Background: an optimization exercise with open tools, aiming at small area, a short achievable clock period and few clock cycles. Do not read the settings as production practice. Function was checked by simulation only, so behaviour that the tests miss may differ from the original. No activity file was given, so power comes from the tool's default toggle rates.

==> v27: inputs <==
// cube_solver
module cube_solver (
    input  wire        clk,
    input  wire        rst,
    input  wire        run,
    input  wire [11:0] lo,
    input  wire [11:0] hi,
    output wire [11:0] total_found,
    output reg         solver_done
);
    function automatic gt12(input [11:0] a, input [11:0] b);
        reg [15:0] g, l;
        integer k, w;
        begin
            g = 16'd0;
            l = 16'd0;
            for (k = 0; k < 12; k = k + 1) begin
                g[k] = a[k] & ~b[k];
                l[k] = ~a[k] & b[k];
            end
            for (w = 1; w < 16; w = w * 2)
                for (k = 0; k + w < 16; k = k + 2 * w) begin
                    g[k] = g[k + w] | (~l[k + w] & g[k]);
                    l[k] = l[k + w] | (~g[k + w] & l[k]);
                end
            gt12 = g[0];
        end
    endfunction
    wire [6:0] q_w, s_w;
    wire       pred_w;
    cube_qtab u_qtab (
        .x00(hi[11]), .x01(hi[10]), .x02(hi[9]), .x03(hi[8]), .x04(hi[7]), .x05(hi[6]),
        .x06(hi[5]),  .x07(hi[4]),  .x08(hi[3]), .x09(hi[2]), .x10(hi[1]), .x11(hi[0]),
        .z0(q_w[6]), .z1(q_w[5]), .z2(q_w[4]), .z3(q_w[3]), .z4(q_w[2]), .z5(q_w[1]), .z6(q_w[0])
    );
    cube_pred u_pred (
        .x00(hi[11]), .x01(hi[10]), .x02(hi[9]), .x03(hi[8]), .x04(hi[7]), .x05(hi[6]),
        .x06(hi[5]),  .x07(hi[4]),  .x08(hi[3]), .x09(hi[2]), .x10(hi[1]), .x11(hi[0]),
        .z0(pred_w)
    );
    cube_stab u_stab (
        .x00(lo[11]), .x01(lo[10]), .x02(lo[9]), .x03(lo[8]), .x04(lo[7]), .x05(lo[6]),
        .x06(lo[5]),  .x07(lo[4]),  .x08(lo[3]), .x09(lo[2]), .x10(lo[1]), .x11(lo[0]),
        .z0(s_w[6]), .z1(s_w[5]), .z2(s_w[4]), .z3(s_w[3]), .z4(s_w[2]), .z5(s_w[1]), .z6(s_w[0])
    );
    reg [6:0] q_hi;      
    reg [6:0] s_lo;      
    reg       hi_hit;    
  ...
Settings: LEC_CHECK=0, ABC_AREA=1, CAP_MARGIN=20, CORE_MARGIN=2, CORE_UTILIZATION=60, SETUP_SLACK_MARGIN=1.5, SLEW_MARGIN=20; clock period 5.0 ns.
standard.sh (not shown) runs the stock make flow with config.mk's settings and CLKGATE_MAP_FILE= SYNTH_SCRIPT=/design/flow/synth_recipe.tcl, a recipe that flattens the netlist after the stock synthesis.
==> flow/flow/run.sh <==
#!/bin/bash
# The standard layout (standard.sh) with two changes:
#  - plain buf_1 cells as the port buffers instead of the buffer that
#    buffer_ports picks by default (timing repair still resizes the ones on
#    critical paths);
#  - no ADDER_MAP_FILE, so Yosys does not cut half/full adders out of the
#    logic before ABC maps it: ABC maps the adders with the rest.
# Output of make and every tool it runs goes to flow_make.log here; ORFS's
# per-step logs stay under orfs/logs.
set -euo pipefail
export BUFFER_PORTS_ARGS="-buffer_cell sky130_fd_sc_hd__buf_1"
export ADDER_MAP_FILE=
bash standard.sh > flow_make.log 2>&1
==> v18: changes against v27 <==
SETUP_SLACK_MARGIN = 1.7   (was 1.5)
==> comparison <==
Synthesized cell count is the same in v18 and v27.
In clock skew, v18 and v27 do not differ.
In global-route usage, v18 and v27 do not differ.
Of v18 and v27, v18 has the higher power (gap 1.2%, measured against v27).
Final area: v18 is higher than v27 (0.34%).
Sequential power is about the same in v27 and v18.
Testbench counts of v27, summed over its fixed seeds: cycles 128.
Testbench counts of v18, summed over its fixed seeds: cycles 128.

---

==> trial 22: inputs <==
Another version of the RTL of cube_solver (not shown whole).
==> module cube_solver, before the edit <==
module cube_solver (
    input  wire        clk,
    input  wire        rst,
    input  wire        run,
    input  wire [11:0] lo,
    input  wire [11:0] hi,
    output wire [11:0] total_found,
    output reg         solver_done
);
    function automatic gt12(input [11:0] a, input [11:0] b);
        reg [15:0] g, l;
        integer k, w;
        begin
            g = 16'd0;
            l = 16'd0;
            for (k = 0; k < 12; k = k + 1) begin
                g[k] = a[k] & ~b[k];
                l[k] = ~a[k] & b[k];
            end
            for (w = 1; w < 16; w = w * 2)
                for (k = 0; k + w < 16; k = k + 2 * w) begin
                    g[k] = g[k + w] | (~l[k + w] & g[k]);
                    l[k] = l[k + w] | (~g[k + w] & l[k]);
                end
            gt12 = g[0];
        end
    endfunction
    wire [6:0] q_w, s_w;
    wire       pred_w;
    cube_qtab u_qtab (
        .x00(hi[11]), .x01(hi[10]), .x02(hi[9]), .x03(hi[8]), .x04(hi[7]), .x05(hi[6]),
        .x06(hi[5]),  .x07(hi[4]),  .x08(hi[3]), .x09(hi[2]), .x10(hi[1]), .x11(hi[0]),
        .z0(q_w[6]), .z1(q_w[5]), .z2(q_w[4]), .z3(q_w[3]), .z4(q_w[2]), .z5(q_w[1]), .z6(q_w[0])
    );
    cube_pred u_pred (
        .x00(hi[11]), .x01(hi[10]), .x02(hi[9]), .x03(hi[8]), .x04(hi[7]), .x05(hi[6]),
        .x06(hi[5]),  .x07(hi[4]),  .x08(hi[3]), .x09(hi[2]), .x10(hi[1]), .x11(hi[0]),
        .z0(pred_w)
    );
    cube_stab u_stab (
        .x00(lo[11]), .x01(lo[10]), .x02(lo[9]), .x03(lo[8]), .x04(lo[7]), .x05(lo[6]),
        .x06(lo[5]),  .x07(lo[4]),  .x08(lo[3]), .x09(lo[2]), .x10(lo[1]), .x11(lo[0]),
        .z0(s_w[6]), .z1(s_w[5]), .z2(s_w[4]), .z3(s_w[3]), .z4(s_w[2]), .z5(s_w[1]), .z6(s_w[0])
    );
    reg [6:0] q_hi;      
    reg [6:0] s_lo;      
    reg       hi_hit;    
    reg       in_order;  
    always @(posedge clk) begin
        if (rst)
            solver_done <= 1'b0;
        else if (run)
            solver_done <= 1'b1;
        if (run) begin
            q_hi     <= q_w;
            s_lo     <= s_w;
            hi_hit   <= pred_w;
            in_order <= !gt12(lo, hi);
        end
    end
    wire [2:0] extra = {in_order, in_order & hi_hit, in_order ^ hi_hit};
    wire [6:0] count = q_hi + s_lo + {4'd0, extra};
    assign total_found = {5'd0, count};
endmodule
clock: 5.0 ns
lec_check: 0
abc_area: 1
cap_margin: 20
core_margin: 2
core_utilization: 60
place_density: 0.8
setup_slack_margin: 1.7
slew_margin: 20
Scripts as last shown in full above: flow/flow/run.sh
==> inputs of trial 18, as changes to trial 22 <==
--- a/flow/design.v
+++ b/flow/design.v
@@ -59,7 +59,27 @@
         end
     end
     wire [2:0] extra = {in_order, in_order & hi_hit, in_order ^ hi_hit};
-    wire [6:0] count = q_hi + s_lo + {4'd0, extra};
+    wire [6:0] e3 = {4'd0, extra};
+    wire [6:0] xs = q_hi ^ s_lo ^ e3;
+    wire [6:0] ys = {(q_hi[5:0] & s_lo[5:0]) | (q_hi[5:0] & e3[5:0]) | (s_lo[5:0] & e3[5:0]), 1'b0};
+    wire [6:0] pg = xs ^ ys;     
+    wire [6:0] gg = xs & ys;     
+    function automatic [6:0] carries(input [6:0] g, input [6:0] p);
+        integer i, d;
+        reg [6:0] gk, pk;
+        begin
+            gk = g;
+            pk = p;
+            for (d = 1; d < 7; d = d * 2)
+                for (i = 6; i >= d; i = i - 1) begin
+                    gk[i] = gk[i] | (pk[i] & gk[i - d]);
+                    pk[i] = pk[i] & pk[i - d];
+                end
+            carries = gk;
+        end
+    endfunction
+    wire [6:0] gk = carries(gg, pg);
+    wire [6:0] count = pg ^ {gk[5:0], 1'b0};
     assign total_found = {5'd0, count};
 endmodule
 module cube_qtab ( 
==> flow/flow/run.sh (replaced) <==
#!/bin/bash
# The standard layout (standard.sh) with two changes:
#  - plain buf_2 cells as the port buffers instead of the buffer that
#    buffer_ports picks by default (timing repair still resizes the ones on
#    critical paths);
#  - no ADDER_MAP_FILE, so Yosys does not cut half/full adders out of the
#    logic before ABC maps it: ABC maps the adders with the rest.
# Output of make and every tool it runs goes to flow_make.log here; ORFS's
# per-step logs stay under orfs/logs.
set -euo pipefail
export BUFFER_PORTS_ARGS="-buffer_cell sky130_fd_sc_hd__buf_2"
export ADDER_MAP_FILE=
bash standard.sh > flow_make.log 2>&1
CTS_BUF_LIST = sky130_fd_sc_hd__clkbuf_4   (was not set)
CTS_CLUSTER_DIAMETER = 100   (was not set)
CTS_CLUSTER_SIZE = 30   (was not set)
SETUP_SLACK_MARGIN = 2.0   (was 1.7)
==> results.json <==
{
  "status": "timing/DRC/antenna clean",
  "clkSlewWorstSetupHoldPaths_ps": 90,
  "p_clk_share_pct": 11.3,
  "wl_per_cell_um": 16.5,
  "multi_input_comb_area_sq_um": 2600,
  "multi_input_area_share_pct": 70.0,
  "initial_core_util_pct": 61.3,
  "min_period_ps": 2960,
  "tap_cells": 75,
  "vias_per_cell": 6.41,
  "leakagePower_uw": 0.00180,
  "synth_area_leaders": "nand2_1 17%, edfxtp_1 13%, nand3_1 8.2%"
}
Source of the figures above: trial 18

==> results.json <==
{
  "multi_input_area_share_pct": 69.5,
  "wl_per_cell_um": 17.0,
  "fin_util_pct": 64.5,
  "p_clk_share_pct": 14.9,
  "initial_core_util_pct": 62.9,
  "min_period_ps": 3230,
  "multi_input_comb_area_sq_um": 2500,
  "fin_ws_ps": 1770,
  "status": "timing/DRC/antenna clean",
  "tap_cells": 72,
  "ys_seq_area_share_pct": 14.3
}
Source of the figures above: trial 22

Testbench counts of trial 22, summed over its fixed seeds: cycles 128.
Testbench counts of trial 18, summed over its fixed seeds: cycles 128.

---

==> inputs of run a <==
RTL: one of the versions met above, not the one the previous note started from.
// cube_solver
module cube_solver (
    input  wire        clk,
    input  wire        rst,
    input  wire        run,
    input  wire [11:0] lo,
    input  wire [11:0] hi,
    output wire [11:0] total_found,
    output reg         solver_done
);
    function automatic gt12(input [11:0] a, input [11:0] b);
        reg [15:0] g, l;
        integer k, w;
        begin
            g = 16'd0;
            l = 16'd0;
            for (k = 0; k < 12; k = k + 1) begin
                g[k] = a[k] & ~b[k];
                l[k] = ~a[k] & b[k];
            end
            for (w = 1; w < 16; w = w * 2)
                for (k = 0; k + w < 16; k = k + 2 * w) begin
                    g[k] = g[k + w] | (~l[k + w] & g[k]);
                    l[k] = l[k + w] | (~g[k + w] & l[k]);
                end
            gt12 = g[0];
        end
    endfunction
    wire [6:0] q_w, s_w;
    wire       pred_w;
    cube_qtab u_qtab (
        .x00(hi[11]), .x01(hi[10]), .x02(hi[9]), .x03(hi[8]), .x04(hi[7]), .x05(hi[6]),
        .x06(hi[5]),  .x07(hi[4]),  .x08(hi[3]), .x09(hi[2]), .x10(hi[1]), .x11(hi[0]),
        .z0(q_w[6]), .z1(q_w[5]), .z2(q_w[4]), .z3(q_w[3]), .z4(q_w[2]), .z5(q_w[1]), .z6(q_w[0])
    );
    cube_pred u_pred (
        .x00(hi[11]), .x01(hi[10]), .x02(hi[9]), .x03(hi[8]), .x04(hi[7]), .x05(hi[6]),
        .x06(hi[5]),  .x07(hi[4]),  .x08(hi[3]), .x09(hi[2]), .x10(hi[1]), .x11(hi[0]),
        .z0(pred_w)
    );
  ...
==> module cube_solver, before the edit <==
module cube_solver (
    input  wire        clk,
    input  wire        rst,
    input  wire        run,
    input  wire [11:0] lo,
    input  wire [11:0] hi,
    output wire [11:0] total_found,
    output reg         solver_done
);
    function automatic gt12(input [11:0] a, input [11:0] b);
        reg [15:0] g, l;
        integer k, w;
        begin
            g = 16'd0;
            l = 16'd0;
            for (k = 0; k < 12; k = k + 1) begin
                g[k] = a[k] & ~b[k];
                l[k] = ~a[k] & b[k];
            end
            for (w = 1; w < 16; w = w * 2)
                for (k = 0; k + w < 16; k = k + 2 * w) begin
                    g[k] = g[k + w] | (~l[k + w] & g[k]);
                    l[k] = l[k + w] | (~g[k + w] & l[k]);
                end
            gt12 = g[0];
        end
    endfunction
    wire [6:0] q_w, s_w;
    wire       pred_w;
    cube_qtab u_qtab (
        .x00(hi[11]), .x01(hi[10]), .x02(hi[9]), .x03(hi[8]), .x04(hi[7]), .x05(hi[6]),
        .x06(hi[5]),  .x07(hi[4]),  .x08(hi[3]), .x09(hi[2]), .x10(hi[1]), .x11(hi[0]),
        .z0(q_w[6]), .z1(q_w[5]), .z2(q_w[4]), .z3(q_w[3]), .z4(q_w[2]), .z5(q_w[1]), .z6(q_w[0])
    );
    cube_pred u_pred (
        .x00(hi[11]), .x01(hi[10]), .x02(hi[9]), .x03(hi[8]), .x04(hi[7]), .x05(hi[6]),
        .x06(hi[5]),  .x07(hi[4]),  .x08(hi[3]), .x09(hi[2]), .x10(hi[1]), .x11(hi[0]),
        .z0(pred_w)
    );
    cube_stab u_stab (
        .x00(lo[11]), .x01(lo[10]), .x02(lo[9]), .x03(lo[8]), .x04(lo[7]), .x05(lo[6]),
        .x06(lo[5]),  .x07(lo[4]),  .x08(lo[3]), .x09(lo[2]), .x10(lo[1]), .x11(lo[0]),
        .z0(s_w[6]), .z1(s_w[5]), .z2(s_w[4]), .z3(s_w[3]), .z4(s_w[2]), .z5(s_w[1]), .z6(s_w[0])
    );
    reg [6:0] q_hi;      
    reg [6:0] s_lo;      
    reg       hi_hit;    
    reg       in_order;  
    always @(posedge clk) begin
        if (rst)
            solver_done <= 1'b0;
        else if (run)
            solver_done <= 1'b1;
        if (run) begin
            q_hi     <= q_w;
            s_lo     <= s_w;
            hi_hit   <= pred_w;
            in_order <= !gt12(lo, hi);
        end
    end
    wire [2:0] extra = {in_order, in_order & hi_hit, in_order ^ hi_hit};
    wire [6:0] e3 = {4'd0, extra};
    wire [6:0] xs = q_hi ^ s_lo ^ e3;
    wire [6:0] ys = {(q_hi[5:0] & s_lo[5:0]) | (q_hi[5:0] & e3[5:0]) | (s_lo[5:0] & e3[5:0]), 1'b0};
    wire [6:0] pg = xs ^ ys;     
    wire [6:0] gg = xs & ys;     
    function automatic [6:0] carries(input [6:0] g, input [6:0] p);
        integer i, d;
        reg [6:0] gk, pk;
        begin
            gk = g;
            pk = p;
            for (d = 1; d < 7; d = d * 2)
                for (i = 6; i >= d; i = i - 1) begin
                    gk[i] = gk[i] | (pk[i] & gk[i - d]);
                    pk[i] = pk[i] & pk[i - d];
                end
            carries = gk;
        end
    endfunction
    wire [6:0] gk = carries(gg, pg);
    wire [6:0] count = pg ^ {gk[5:0], 1'b0};
    assign total_found = {5'd0, count};
endmodule
==> flow/config.mk <==
export PLATFORM = sky130hd
export DESIGN_NAME = cube_solver
export DESIGN_NICKNAME = cube_solver
export VERILOG_FILES = /design/flow/design.v
export SDC_FILE = /design/flow/constraint.sdc
export NUM_CORES = 4
export LEC_CHECK = 0
export ABC_AREA = 1
export CAP_MARGIN = 20
export CORE_MARGIN = 2
export CORE_UTILIZATION = 60
export CTS_BUF_LIST = sky130_fd_sc_hd__clkbuf_4
export CTS_CLUSTER_DIAMETER = 100
export CTS_CLUSTER_SIZE = 30
export PLACE_DENSITY = 0.8
export SETUP_SLACK_MARGIN = 1.7
export SLEW_MARGIN = 20
==> flow/constraint.sdc <==
create_clock -name core_clock -period 5.0 [get_ports {clk}]
set_input_delay 1.0000 -clock core_clock [delete_from_list [all_inputs] [get_ports {clk}]]
set_output_delay 1.0000 -clock core_clock [all_outputs]
set_load 0.01 [all_outputs]
==> flow/flow/run.sh <==
#!/bin/bash
# The standard layout (standard.sh) with two changes:
#  - plain buf_2 cells as the port buffers instead of the buffer that
#    buffer_ports picks by default (timing repair still resizes the ones on
#    critical paths);
#  - no ADDER_MAP_FILE, so Yosys does not cut half/full adders out of the
#    logic before ABC maps it: ABC maps the adders with the rest.
# Output of make and every tool it runs goes to flow_make.log here; ORFS's
# per-step logs stay under orfs/logs.
set -euo pipefail
export BUFFER_PORTS_ARGS="-buffer_cell sky130_fd_sc_hd__buf_2"
export ADDER_MAP_FILE=
bash standard.sh > flow_make.log 2>&1
==> run b: changes against run a <==
--- a/flow/design.v
+++ b/flow/design.v
@@ -61,23 +61,3 @@
     wire [2:0] extra = {in_order, in_order & hi_hit, in_order ^ hi_hit};
-    wire [6:0] e3 = {4'd0, extra};
-    wire [6:0] xs = q_hi ^ s_lo ^ e3;
-    wire [6:0] ys = {(q_hi[5:0] & s_lo[5:0]) | (q_hi[5:0] & e3[5:0]) | (s_lo[5:0] & e3[5:0]), 1'b0};
-    wire [6:0] pg = xs ^ ys;     
-    wire [6:0] gg = xs & ys;     
-    function automatic [6:0] carries(input [6:0] g, input [6:0] p);
-        integer i, d;
-        reg [6:0] gk, pk;
-        begin
-            gk = g;
-            pk = p;
-            for (d = 1; d < 7; d = d * 2)
-                for (i = 6; i >= d; i = i - 1) begin
-                    gk[i] = gk[i] | (pk[i] & gk[i - d]);
-                    pk[i] = pk[i] & pk[i - d];
-                end
-            carries = gk;
-        end
-    endfunction
-    wire [6:0] gk = carries(gg, pg);
-    wire [6:0] count = pg ^ {gk[5:0], 1'b0};
+    wire [6:0] count = q_hi + s_lo + {4'd0, extra};
     assign total_found = {5'd0, count};
--- a/flow/flow/run.sh
+++ b/flow/flow/run.sh
@@ -2,3 +2,3 @@
 # The standard layout (standard.sh) with two changes:
-#  - plain buf_2 cells as the port buffers instead of the buffer that
+#  - plain buf_1 cells as the port buffers instead of the buffer that
 #    buffer_ports picks by default (timing repair still resizes the ones on
@@ -10,3 +10,3 @@
 set -euo pipefail
-export BUFFER_PORTS_ARGS="-buffer_cell sky130_fd_sc_hd__buf_2"
+export BUFFER_PORTS_ARGS="-buffer_cell sky130_fd_sc_hd__buf_1"
 export ADDER_MAP_FILE=
- SETUP_SLACK_MARGIN: 1.7 -> 1.5
==> notes <==
Clock skew is the same in run b and run a.
Between run b and run a, the lower maximum frequency is in run b (gap about 8%, measured against run a).
Count of clock-buffer cells in the layout is the same in run b and run a.
Register-to-register slack is about the same in run b and run a.
Testbench counts of run a, summed over its fixed seeds: cycles 128.
Testbench counts of run b, summed over its fixed seeds: cycles 128.

afterwards: timing with drivers on the ports:
Ports are ideal in the flow. The routed layouts listed here were re-timed in OpenROAD. Step 1 sets driving cells, clkbuf_16 on the clock port and buf_2 on the other inputs (assumed; they add their load-dependent delay and slew). Step 2, shift: input delay + t, output delay - t, t = (earliest + latest rising clock arrival at the registers) / 2. This alone moves slack from input paths to output paths. Slacks: ideal ports / drivers / drivers and shift; pairs: ideal ports / drivers.
run | shift t [ns] | setup slack, ns | clock arrival spread, ns
v27 | 0.276 | 1.927 / 1.903 / 1.655 | 0.010 / 0.010
v18 | 0.279 | 1.917 / 1.916 / 1.637 | 0.009 / 0.008
trial 22 | 0.271 | 1.772 / 1.773 / 1.502 | 0.003 / 0.003
trial 18 | 0.294 | 2.037 / 2.015 / 1.968 | 0.008 / 0.008
run a | 0.293 | 1.976 / 1.954 / 1.944 | 0.005 / 0.005
run b | 0.310 | 1.713 / 1.711 / 1.401 | 0.006 / 0.005
After both steps setup and hold are still met in every run listed. For run b, which loses most, drivers alone change the setup slack by -0.002 ns; drivers and shift together by -0.312 ns.
